This design comes from an exercise in tuning for small area on the open sky130 flow, not from production work. In this exercise RTL edits were held to simulation tests only and were not proved equivalent to the original. Power and IR drop assume default switching activity.

Setup of lane 2:
==> module Digtal_Top, before the edit <==
module Digtal_Top(
	input 			CLOCK_Digtal,
	input 			RST,
	input 			Rx,
	input 			CS,
	output [7:0]	Out_Data,
	output [7:0]	RAM_Data_In,
	output [30:0]	RAM_RDADD,
	output [30:0]	RAM_WRADD,
	output 			RAM_RDEN,
	output 			RAM_WREN,
	input [7:0]		RAM_Q
	);
	reg 		b;
	wire 		tick = ~b;
	reg [3:0]	z;
	reg [7:0]	cnt;
	reg [7:0]	data;
	wire 		det  = z[3];
	wire 		hi   = cnt[7] & cnt[4];
	wire 		rcv  = ~hi | (cnt[2:0] == 3'd0);
	wire 		post = hi & (cnt[2:0] != 3'd0) & (cnt[2:0] != 3'd6);
	wire 		samp = (cnt[3:0] == 4'd0) & (cnt[7:4] != 4'd0) & ~hi;
	reg good;
	reg [1:0]	cs_s;
	reg [2:0]	c;
	reg [5:0]	r;
	reg [5:0]	s;		 
	reg [7:0]	out;
	reg [30:0]	wradd;
	reg [30:0]	rdadd;
	reg 		ev9;	 
	wire 		frame = r[5] | r[4] | r[3] | r[2];
	wire 		ev8   = good & hi & (cnt[2:0] == 3'd4) & ~b;
	wire 		wr_on = good & frame & hi & (((cnt[2:0] == 3'd3) & ~b) | (cnt[2:0] == 3'd4));
	wire 		r_last = (r == 6'd49);
	wire 		done  = ev9 & frame & r_last;
	wire 		dis   = s[5] & s[4] & s[3];
	wire [5:0]	s_cur = (done & dis) ? 6'd0 : s;
	wire 		cs_rise = cs_s[0] & ~cs_s[1];
	wire 		cs_fall = ~cs_s[0] & cs_s[1];
	wire 		is_eb = (data == 8'hEB);
	wire 		is_90 = (data == 8'h90);
	always @(posedge CLOCK_Digtal) begin
		if (RST) begin
			b <= 1'b0;
			z <= 4'd0;
			cnt <= 8'd150;
		end else begin
			b <= ~b;
			if (tick) begin
				if (Rx)
					z <= 4'd0;
				else if (!z[3])
					z <= z + 1'b1;
				if (rcv) begin
					cnt <= cnt + 1'b1;
				end else if (det)
					cnt <= 8'd0;
				else if (post)
					cnt <= cnt + 1'b1;
			end
		end
	end
	always @(posedge CLOCK_Digtal) begin
		if (tick & rcv & samp)
			data <= {Rx, data[7:1]};
		if (tick & rcv & hi)
			good <= Rx;
	end
	wire 		wr_inc = ev9 & frame;
	wire 		rd_inc = (c == 3'd7);
	reg 		wcy, rcy;
	wire [31:0]	wt, rt;
	genvar i;
	generate for (i = 0; i < 31; i = i + 1) begin : g_add
		if (i == 0) begin : g_lo
			assign wt[i] = wr_inc;
			assign rt[i] = rd_inc;
		end else if (i == 16) begin : g_hi
			assign wt[i] = wcy;
			assign rt[i] = rcy;
		end else begin : g_rip
			assign wt[i] = wt[i-1] & wradd[i-1];
			assign rt[i] = rt[i-1] & rdadd[i-1];
		end
		always @(posedge CLOCK_Digtal) begin
			wradd[i] <= ~RST & (wradd[i] ^ wt[i]);
			rdadd[i] <= ~RST & (rdadd[i] ^ rt[i]);
		end
	end endgenerate
	always @(posedge CLOCK_Digtal) begin
		wcy <= ~RST & wt[15] & wradd[15];
		rcy <= ~RST & rt[15] & rdadd[15];
	end
	always @(posedge CLOCK_Digtal) begin
		if (RST) begin
			cs_s <= 2'b00;
			ev9 <= 1'b0;
			c <= 3'd0;
			r <= 6'd0;
			s <= 6'd56;
			out <= 8'd0;
		end else begin
			cs_s <= {cs_s[0], CS};
			ev9 <= ev8;
			if (ev9) begin
				if (!frame) begin
					if (is_eb)
						r <= (r == 6'd3) ? 6'd4 : 6'd1;
					else if (is_90 & (r == 6'd1 || r == 6'd2))
						r <= r + 1'b1;
					else
						r <= 6'd0;
				end else
					r <= r_last ? 6'd0 : r + 1'b1;
			end
			if (c != 3'd0)
				c <= c + 1'b1;
			if (c == 3'd5)
				out <= RAM_Q;
			s <= s_cur;
			if (c == 3'd7)
				s <= s_cur + 1'b1;
			if (cs_rise) begin
				if (dis & ~done)
					out <= 8'hAA;
				else if (s_cur[5:2] == 4'd0) begin
					out <= (s_cur[1:0] == 2'd1 || s_cur[1:0] == 2'd2) ? 8'h90 : 8'hEB;
					s <= s_cur + 1'b1;
				end else
					c <= 3'd1;
			end
			if (cs_fall & s_cur[5] & s_cur[4] & s_cur[1]) begin
				s <= 6'd56;
			end
		end
	end
	assign RAM_WREN = wr_on;
	assign RAM_RDEN = c[2] ^ (c[1] & c[0]);
	assign RAM_Data_In = data;
	assign RAM_WRADD = wradd;
	assign RAM_RDADD = rdadd;
	assign Out_Data = out;
endmodule
==> flow/config.mk <==
export PLATFORM = sky130hd
export DESIGN_NAME = Digtal_Top
export DESIGN_NICKNAME = Digtal_Top
export VERILOG_FILES = /design/flow/design.v
export SDC_FILE = /design/flow/constraint.sdc
export NUM_CORES = 4
export LEC_CHECK = 0
export CAP_MARGIN = 20
export CORE_MARGIN = 2
export CORE_UTILIZATION = 40
export PLACE_DENSITY = 0.6
export SLEW_MARGIN = 20
==> flow/constraint.sdc <==
create_clock -name core_clock -period 5.0 [get_ports {CLOCK_Digtal}]
set_input_delay 1.0000 -clock core_clock [delete_from_list [all_inputs] [get_ports {CLOCK_Digtal}]]
set_output_delay 1.0000 -clock core_clock [all_outputs]
set_load 0.01 [all_outputs]
standard.sh (not shown) runs the stock make flow with config.mk's settings and CLKGATE_MAP_FILE= SYNTH_SCRIPT=/design/flow/synth_recipe.tcl, a recipe that flattens the netlist after the stock synthesis.
==> flow/flow/run.sh <==
#!/bin/bash
# Standard ORFS layout with three changes:
#  - synthesis maps all logic, adders included, with an area-oriented ABC
#    script (flow/abc.script) instead of extracting half adders first;
#    everything else in synthesis is the standard script, so the registers
#    are those of the standard synthesis
#  - ports are buffered with the smallest buffer
#  - the clock tree is built from small clock buffers without dummy loads
set -euo pipefail
here=$(pwd)
rm -rf "$here/scripts_abc"
cp -r "$FLOW_HOME/scripts" "$here/scripts_abc"
cp "$here/flow/abc.script" "$here/scripts_abc/abc_speed.script"
export BUFFER_PORTS_ARGS="-buffer_cell sky130_fd_sc_hd__buf_1"
export CTS_ARGS="-sink_clustering_enable -repair_clock_nets -dont_use_dummy_load -buf_list {sky130_fd_sc_hd__clkbuf_2 sky130_fd_sc_hd__clkbuf_4 sky130_fd_sc_hd__clkbuf_8}"
bash standard.sh SCRIPTS_DIR="$here/scripts_abc" ADDER_MAP_FILE= synth > "$here/synth.log" 2>&1
bash standard.sh > "$here/standard.log" 2>&1
==> flow/flow/abc.script <==
&get -n
&st
&deepsyn -T 20
&dch
&nf -R 1000
&put
topo
stime -c
Modified inputs, lane 1 compared to lane 2
diff --git a/flow/design.v b/flow/design.v
--- a/flow/design.v
+++ b/flow/design.v
@@ -67,35 +67,29 @@
 			data <= {Rx, data[7:1]};
 		if (tick & rcv & hi)
 			good <= Rx;
 	end
 	wire 		wr_inc = ev9 & frame;
 	wire 		rd_inc = (c == 3'd7);
-	reg 		wcy, rcy;
 	wire [31:0]	wt, rt;
+	assign wt[0] = wr_inc;
+	assign rt[0] = rd_inc;
 	genvar i;
 	generate for (i = 0; i < 31; i = i + 1) begin : g_add
-		if (i == 0) begin : g_lo
-			assign wt[i] = wr_inc;
-			assign rt[i] = rd_inc;
-		end else if (i == 16) begin : g_hi
-			assign wt[i] = wcy;
-			assign rt[i] = rcy;
-		end else begin : g_rip
+		if (i == 16 || i == 24) begin : g_skip
+			assign wt[i] = wt[i-8] & (&wradd[i-1:i-8]);
+			assign rt[i] = rt[i-8] & (&rdadd[i-1:i-8]);
+		end else if (i != 0) begin : g_rip
 			assign wt[i] = wt[i-1] & wradd[i-1];
 			assign rt[i] = rt[i-1] & rdadd[i-1];
 		end
 		always @(posedge CLOCK_Digtal) begin
 			wradd[i] <= ~RST & (wradd[i] ^ wt[i]);
 			rdadd[i] <= ~RST & (rdadd[i] ^ rt[i]);
 		end
 	end endgenerate
-	always @(posedge CLOCK_Digtal) begin
-		wcy <= ~RST & wt[15] & wradd[15];
-		rcy <= ~RST & rt[15] & rdadd[15];
-	end
 	always @(posedge CLOCK_Digtal) begin
 		if (RST) begin
 			cs_s <= 2'b00;
 			ev9 <= 1'b0;
 			c <= 3'd0;
 			r <= 6'd0;
### Flow results
- Lane 1 against lane 2: count of standard-cell rows fell 2.7%, maximum clock frequency went down 0.11 GHz.
- Compared with lane 2, in lane 1 global-route wire length before repair fell 3.0%; synthesized cell count down 5; width of the die went down by 0.74 um; first-pass detailed-route iteration total neither gained nor lost much; vertical die dimension shows a reduction of about 0.7%.
- Area of all placed cells without fillers for lane 1: 1.6% up relative to lane 2
- Lane 1 vs. lane 2: switching fraction of total power now smaller, area growth from synthesis to final layout increased by 3.6 points relative to the old numbers, clock sink count down 2, flip-flop and latch count after synthesis now smaller.
- In lane 1, the sequential cell count came out 2 below the value in lane 2.
- In the tables for lane 1 and lane 2, clock group share of total power reads higher with lane 1.

==> re-timing with driven ports <==
The results above use ideal ports. As a check the final layouts listed here were re-extracted and re-timed, cells and wires unchanged. Step 1 (the two cells are an assumption about what drives the block):
set clk [get_ports {CLOCK_Digtal}]
set_driving_cell -lib_cell sky130_fd_sc_hd__clkbuf_16 $clk
set_driving_cell -lib_cell sky130_fd_sc_hd__buf_2 [delete_from_list [all_inputs] $clk]
Step 2 times the ports against the registers' clock, not the clock port: input delays grow and output delays shrink by t, the midpoint of the rising clock arrivals with the driver on. Three values: ideal, step 1, step 2; two values: the first two.
run	t, ns	slack for setup (ns)	worst setup path at the end
lane 2	0.375	1.899 / 1.899 / 1.899	register to register
lane 1	0.381	0.326 / 0.326 / 0.326	register to register
After both steps setup and hold are still met in every run listed.
